This design comes from an exercise in tuning for small area and a short achievable clock period on the open sky130 flow, not from production work. Only simulation tests tie the RTL to the original design; equivalence was not proved.

==> module fa_pair_raw, before the edit <==
module fa_pair_raw(input [31:0] a, input [31:0] b, output [24:0] s, output [23:0] df,
               output [7:0] eg, output sy, output sz, output eff);
  wire sa = a[31], sb = b[31];
  wire [7:0] ea = a[30:23], eb = b[30:23];
  wire [22:0] fa = a[22:0], fb = b[22:0];
  wire [7:0] d; wire dco; pa_a8 ud(.a(ea), .b(~eb), .cin(1'b1), .s(d), .cout(dco));
  wire [7:0] dn = eb - ea;
  wire [7:0] sh = d[7] ? dn : d;
  wire dz = (ea == eb);
  wire [22:0] cmps; wire fgt; pa_a23 uc(.a(fa), .b(~fb), .cin(1'b0), .s(cmps), .cout(fgt));
  wire swap = d[7] | (dz & ~fgt);
  assign eg = swap ? eb : ea;
  wire [23:0] mg = {1'b1, swap ? fb : fa};
  wire [23:0] ml0 = {1'b1, swap ? fa : fb};
  wire big = (sh[7:5] != 3'd0) | (sh[4] & sh[3]);
  wire [23:0] ml = big ? 24'd0 : (ml0 >> sh[4:0]);
  wire sco;
  pa_a25 as(.a({1'b0, mg}), .b({1'b0, ml}), .cin(1'b0), .s(s), .cout(sco));
  wire dfco;
  pa_a24 adf(.a(mg), .b(~ml), .cin(1'b1), .s(df), .cout(dfco));
  assign sy = swap ? sb : sa;
  assign sz = swap ? ~sb : sa;
  assign eff = sa ^ sb;
endmodule
==> module fa_pair_norm, before the edit <==
module fa_pair_norm(input [24:0] s, input [23:0] df, input [7:0] eg, output [30:0] rs, output [30:0] rd);
  wire [22:0] fs = s[24] ? s[23:1] : s[22:0];
  wire [7:0] es = eg + {7'd0, s[24]};
  reg [4:0] L;
  integer i_L;
  always @* begin
    L = 5'd23;
    for (i_L = 0; i_L < 24; i_L = i_L + 1)
      if (df[i_L]) L = 5'd23 - i_L[4:0];
  end
  wire [23:0] dn2 = df << L;
  wire [22:0] fd = dn2[22:0];
  wire [7:0] ed = eg - {3'd0, L};
  assign rs = {es, fs};
  assign rd = {ed, fd};
endmodule
==> module stage1, before the edit <==
module stage1(x0,x4,x2,x6,P,Q);
  input [31:0] x0,x4,x2,x6;
  output [59:0] P,Q;
  fa_pair_raw u0(.a(x0), .b(x4), .s(P[24:0]), .df(P[48:25]), .eg(P[56:49]), .sz(P[57]), .eff(P[58]), .sy(P[59]));
  fa_pair_raw u1(.a(x2), .b(x6), .s(Q[24:0]), .df(Q[48:25]), .eg(Q[56:49]), .sz(Q[57]), .eff(Q[58]), .sy(Q[59]));
endmodule
==> module stage2, before the edit <==
module stage2(s,R1,S1,R2,S2,X,Y,M3);
  input [2:0] s;
  input [59:0] R1,S1,R2,S2;
  output [31:0] X,Y;
  output [31:0] M3;
  wire [64:0] P1,Q1,P2,Q2;
  fa_pair_norm n1(.s(R1[24:0]), .df(R1[48:25]), .eg(R1[56:49]), .rs(P1[61:31]), .rd(P1[30:0]));
  fa_pair_norm n2(.s(S1[24:0]), .df(S1[48:25]), .eg(S1[56:49]), .rs(Q1[61:31]), .rd(Q1[30:0]));
  fa_pair_norm n3(.s(R2[24:0]), .df(R2[48:25]), .eg(R2[56:49]), .rs(P2[61:31]), .rd(P2[30:0]));
  fa_pair_norm n4(.s(S2[24:0]), .df(S2[48:25]), .eg(S2[56:49]), .rs(Q2[61:31]), .rd(Q2[30:0]));
  assign P1[64:62] = R1[59:57];
  assign Q1[64:62] = S1[59:57];
  assign P2[64:62] = R2[59:57];
  assign Q2[64:62] = S2[59:57];
  function [31:0] sum_of;
    input [64:0] p;
    sum_of = p[63] ? {p[64], p[30:0]} : {p[64], p[61:31]};
  endfunction
  function [31:0] diff_of;
    input [64:0] p;
    diff_of = p[63] ? {p[62], p[61:31]} : {p[62], p[30:0]};
  endfunction
  wire [31:0] A1 = sum_of(P1), B1 = diff_of(P1), C1 = sum_of(Q1), D1 = diff_of(Q1);
  wire [31:0] A2 = sum_of(P2), B2 = diff_of(P2), C2 = sum_of(Q2);
  wire [31:0] D2 = diff_of(Q2);
  wire [31:0] M1;
  fm707 m1(.a(B2), .y(M1));
  fm707s m3(.a(D2), .y(M3));
  wire [6:0] c_re, c_ro, c_ie, c_io;
  fa_one_ctl fre(.a(A1), .b(C1), .c(c_re));
  fa_one_ctl fro(.a(B1), .b(M1), .c(c_ro));
  fa_one_ctl fie(.a(A2), .b(C2), .c(c_ie));
  fa_one_ctl fio(.a(D1), .b(M1), .c(c_io));
  wire odd = s[0];
  wire rho = s[1] ^ s[2];
  wire sg = odd ? rho : s[1];
  wire [31:0] ra = odd ? B1 : A1;
  wire [31:0] rb = odd ? M1 : C1;
  wire [31:0] ia = odd ? D1 : A2;
  wire [31:0] ib = odd ? M1 : C2;
  fa_one_dp ur(.a(ra), .b({rb[31] ^ sg, rb[30:0]}), .c(odd ? c_ro : c_re), .y(X));
  fa_one_dp ui(.a(ia), .b({ib[31] ^ sg, ib[30:0]}), .c(odd ? c_io : c_ie), .y(Y));
endmodule
==> module fft, before the edit <==
module fft(rst,s,x0,x1,x2,x3,x4,x5,x6,x7,real_out,img_out,clk);
input rst;
input [31:0] x0,x1,x2,x3,x4,x5,x6,x7;
input [2:0] s;
input clk;
output [31:0] real_out,img_out;
wire [59:0] R1,S1,R2,S2;
stage1 s1(.x0(x0),.x4(x4),.x2(x2),.x6(x6),.P(R1),.Q(S1));
stage1 s2(.x0(x1),.x4(x5),.x2(x3),.x6(x7),.P(R2),.Q(S2));
reg [59:0] qR1,qS1,qR2,qS2;
reg rst1, rst2;
always @(posedge clk)
begin
qR1<=R1; qS1<=S1; qR2<=R2; qS2<=S2;
rst1<=rst; rst2<=rst1;
end
wire [31:0] X,Y,M3;
stage2 st2(.s(s),.R1(qR1),.S1(qS1),.R2(qR2),.S2(qS2),.X(X),.Y(Y),.M3(M3));
wire [31:0] W = s[0] ? {M3[31] ^ ~(s[1] ^ s[2]), M3[30:0]} : Y;
wire [6:0] cR, cI;
fa_one_ctl kr(.a(X), .b(W), .c(cR));
fa_one_ctl ki(.a(Y), .b(W), .c(cI));
reg [31:0] qX,qY,qW;
reg [6:0] qcR,qcI;
reg qM3s;
reg [2:0] qs;
always @(posedge clk)
begin
qX<=X; qY<=Y; qW<=W; qM3s<=M3[31]; qs<=s; qcR<=cR; qcI<=cI;
end
mux8to1 m1(.s(qs),.z(rst2),.X(qX),.Y(qY),.W(qW),.M3s(qM3s),.cR(qcR),.cI(qcI),.real_out(real_out),.img_out(img_out));
endmodule
==> flow/config.mk <==
export PLATFORM = sky130hd
export DESIGN_NAME = fft
export DESIGN_NICKNAME = fft
export VERILOG_FILES = /design/flow/design.v
export SDC_FILE = /design/flow/constraint.sdc
export NUM_CORES = 8
export LEC_CHECK = 0
export ABC_AREA = 1
export CAP_MARGIN = 20
export CORE_MARGIN = 2
export CORE_UTILIZATION = 40
export SLEW_MARGIN = 20
==> flow/constraint.sdc <==
create_clock -name core_clock -period 72.0 [get_ports {clk}]
set_input_delay 14.4000 -clock core_clock [delete_from_list [all_inputs] [get_ports {clk}]]
set_output_delay 14.4000 -clock core_clock [all_outputs]
set_load 0.01 [all_outputs]
standard.sh (not shown) runs the stock make flow with config.mk's settings and CLKGATE_MAP_FILE= SYNTH_SCRIPT=/design/flow/synth_recipe.tcl, a recipe that flattens the netlist after the stock synthesis.
==> flow/flow/run.sh <==
#!/bin/bash
# The standard layout (standard.sh) with these changes:
#  - synthesis: the standard flow's synthesis script (synth_recipe.tcl, unchanged) runs
#    with ABC's area mapper (flow/abc_amap.script) in place of ORFS's abc_area.script, and without Yosys's extract_fa, so ABC maps the adders too. Registers are mapped before either step, so they
#    are the standard synthesis's;
#  - the timing repair steps (floorplan, CTS, global route) aim for a setup
#    slack of SETUP_SLACK_MARGIN ns; the SDC and clock period are unchanged;
#  - every input and output port gets a buf_1 as its buffer.
# Tool output: standard.log here, and ORFS's logs under orfs/logs.
set -e
W=$PWD
cat > $W/synth_own.tcl <<EOT
proc extract_fa {args} { puts "extract_fa skipped" }
proc abc {args} {
  set i [lsearch -exact \$args -script]
  if {\$i >= 0 && "abc_amap.script" ne ""} { lset args [expr {\$i + 1}] $W/flow/abc_amap.script }
  yosys abc {*}\$args
}
source $W/synth_recipe.tcl
EOT
sed -e "s|SYNTH_SCRIPT=[^ ]*|SYNTH_SCRIPT=$W/synth_own.tcl|" standard.sh > standard_own.sh
export SETUP_SLACK_MARGIN=47
export BUFFER_PORTS_ARGS="-buffer_cell sky130_fd_sc_hd__buf_1"
bash standard_own.sh > standard.log 2>&1
==> flow/flow/abc_amap.script <==
strash
balance
rewrite
refactor
balance
rewrite
rewrite -z
balance
refactor -z
rewrite -z
balance
dch
amap
topo
stime -c
buffer -c
upsize -c
dnsize -c
==> next run, changes <==
--- a/flow/design.v
+++ b/flow/design.v
@@ -1,4 +1,4 @@
-module fa_pair_raw(input [31:0] a, input [31:0] b, output [24:0] s, output [23:0] df,
+module fa_pair_front(input [31:0] a, input [31:0] b, output [22:0] mgf, output [23:0] mla,
                output [7:0] eg, output sy, output sz, output eff);
   wire sa = a[31], sb = b[31];
   wire [7:0] ea = a[30:23], eb = b[30:23];
@@ -14,17 +14,21 @@
   wire [23:0] ml0 = {1'b1, swap ? fa : fb};
   wire big = (sh[7:5] != 3'd0) | (sh[4] & sh[3]);
   wire [23:0] ml = big ? 24'd0 : (ml0 >> sh[4:0]);
-  wire sco;
-  pa_a25 as(.a({1'b0, mg}), .b({1'b0, ml}), .cin(1'b0), .s(s), .cout(sco));
-  wire dfco;
-  pa_a24 adf(.a(mg), .b(~ml), .cin(1'b1), .s(df), .cout(dfco));
+  assign mgf = mg[22:0];
+  assign mla = ml;
   assign sy = swap ? sb : sa;
   assign sz = swap ? ~sb : sa;
   assign eff = sa ^ sb;
 endmodule
-module fa_pair_norm(input [24:0] s, input [23:0] df, input [7:0] eg, output [30:0] rs, output [30:0] rd);
+module fa_pair_back(input [22:0] mgf, input [23:0] mla, input [7:0] eg, output [30:0] rs, output [30:0] rd);
+  wire [23:0] mg = {1'b1, mgf};
+  wire [23:0] ml = mla;
+  wire [24:0] s; wire sco;
+  pa_a25 as(.a({1'b0, mg}), .b({1'b0, ml}), .cin(1'b0), .s(s), .cout(sco));
   wire [22:0] fs = s[24] ? s[23:1] : s[22:0];
   wire [7:0] es = eg + {7'd0, s[24]};
+  wire [23:0] df; wire dfco;
+  pa_a24 adf(.a(mg), .b(~ml), .cin(1'b1), .s(df), .cout(dfco));
   reg [4:0] L;
   integer i_L;
   always @* begin
@@ -372,9 +376,9 @@
 endmodule
 module stage1(x0,x4,x2,x6,P,Q);
   input [31:0] x0,x4,x2,x6;
-  output [59:0] P,Q;
-  fa_pair_raw u0(.a(x0), .b(x4), .s(P[24:0]), .df(P[48:25]), .eg(P[56:49]), .sz(P[57]), .eff(P[58]), .sy(P[59]));
-  fa_pair_raw u1(.a(x2), .b(x6), .s(Q[24:0]), .df(Q[48:25]), .eg(Q[56:49]), .sz(Q[57]), .eff(Q[58]), .sy(Q[59]));
+  output [57:0] P,Q;
+  fa_pair_front u0(.a(x0), .b(x4), .mgf(P[22:0]), .mla(P[46:23]), .eg(P[54:47]), .sz(P[55]), .eff(P[56]), .sy(P[57]));
+  fa_pair_front u1(.a(x2), .b(x6), .mgf(Q[22:0]), .mla(Q[46:23]), .eg(Q[54:47]), .sz(Q[55]), .eff(Q[56]), .sy(Q[57]));
 endmodule
 module fm707(input [31:0] a, output [31:0] y);
   wire [22:0] f = a[22:0];
@@ -1102,18 +1106,18 @@
 endmodule
 module stage2(s,R1,S1,R2,S2,X,Y,M3);
   input [2:0] s;
-  input [59:0] R1,S1,R2,S2;
+  input [57:0] R1,S1,R2,S2;
   output [31:0] X,Y;
   output [31:0] M3;
   wire [64:0] P1,Q1,P2,Q2;
-  fa_pair_norm n1(.s(R1[24:0]), .df(R1[48:25]), .eg(R1[56:49]), .rs(P1[61:31]), .rd(P1[30:0]));
-  fa_pair_norm n2(.s(S1[24:0]), .df(S1[48:25]), .eg(S1[56:49]), .rs(Q1[61:31]), .rd(Q1[30:0]));
-  fa_pair_norm n3(.s(R2[24:0]), .df(R2[48:25]), .eg(R2[56:49]), .rs(P2[61:31]), .rd(P2[30:0]));
-  fa_pair_norm n4(.s(S2[24:0]), .df(S2[48:25]), .eg(S2[56:49]), .rs(Q2[61:31]), .rd(Q2[30:0]));
-  assign P1[64:62] = R1[59:57];
-  assign Q1[64:62] = S1[59:57];
-  assign P2[64:62] = R2[59:57];
-  assign Q2[64:62] = S2[59:57];
+  fa_pair_back n1(.mgf(R1[22:0]), .mla(R1[46:23]), .eg(R1[54:47]), .rs(P1[61:31]), .rd(P1[30:0]));
+  fa_pair_back n2(.mgf(S1[22:0]), .mla(S1[46:23]), .eg(S1[54:47]), .rs(Q1[61:31]), .rd(Q1[30:0]));
+  fa_pair_back n3(.mgf(R2[22:0]), .mla(R2[46:23]), .eg(R2[54:47]), .rs(P2[61:31]), .rd(P2[30:0]));
+  fa_pair_back n4(.mgf(S2[22:0]), .mla(S2[46:23]), .eg(S2[54:47]), .rs(Q2[61:31]), .rd(Q2[30:0]));
+  assign P1[64:62] = R1[57:55];
+  assign Q1[64:62] = S1[57:55];
+  assign P2[64:62] = R2[57:55];
+  assign Q2[64:62] = S2[57:55];
   function [31:0] sum_of;
     input [64:0] p;
     sum_of = p[63] ? {p[64], p[30:0]} : {p[64], p[61:31]};
@@ -1177,10 +1181,10 @@
 input [2:0] s;
 input clk;
 output [31:0] real_out,img_out;
-wire [59:0] R1,S1,R2,S2;
+wire [57:0] R1,S1,R2,S2;
 stage1 s1(.x0(x0),.x4(x4),.x2(x2),.x6(x6),.P(R1),.Q(S1));
 stage1 s2(.x0(x1),.x4(x5),.x2(x3),.x6(x7),.P(R2),.Q(S2));
-reg [59:0] qR1,qS1,qR2,qS2;
+reg [57:0] qR1,qS1,qR2,qS2;
 reg rst1, rst2;
 always @(posedge clk)
 begin
Result:
- register-to-register slack loses 280 ps
- hold slack barely changes
- clock skew goes down by 13 ps
- first-iteration DRC count grows by about 6%
- global-route usage came out lower by 1.4 points
- final cell count grows by 2.2%

-- port drivers added, routing unchanged --
Ports are ideal in the flow. The routed layouts listed here were re-timed in OpenROAD. Step 1 sets driving cells, clkbuf_16 on the clock port and buf_2 on the other inputs (assumed; they add their load-dependent delay and slew). Step 2 also shifts input and output timing later by t, the mid clock arrival at the registers, as if the neighbouring blocks saw the same clock. a / b / c = no drivers / after step 1 / after step 2; a / b = the first two.
run	t, ns	setup slack, ns	hold slack, ns	cell pins on the clock port's net
the first run	0.660	47.736 / 47.730 / 47.123	0.325 / 0.325 / 0.325	1
the second run	0.713	47.664 / 47.583 / 47.228	0.327 / 0.327 / 0.327	1
After both steps every run listed still meets setup and hold. For the first run, which loses most, drivers alone change the setup slack by -0.006 ns; drivers and shift together by -0.613 ns.
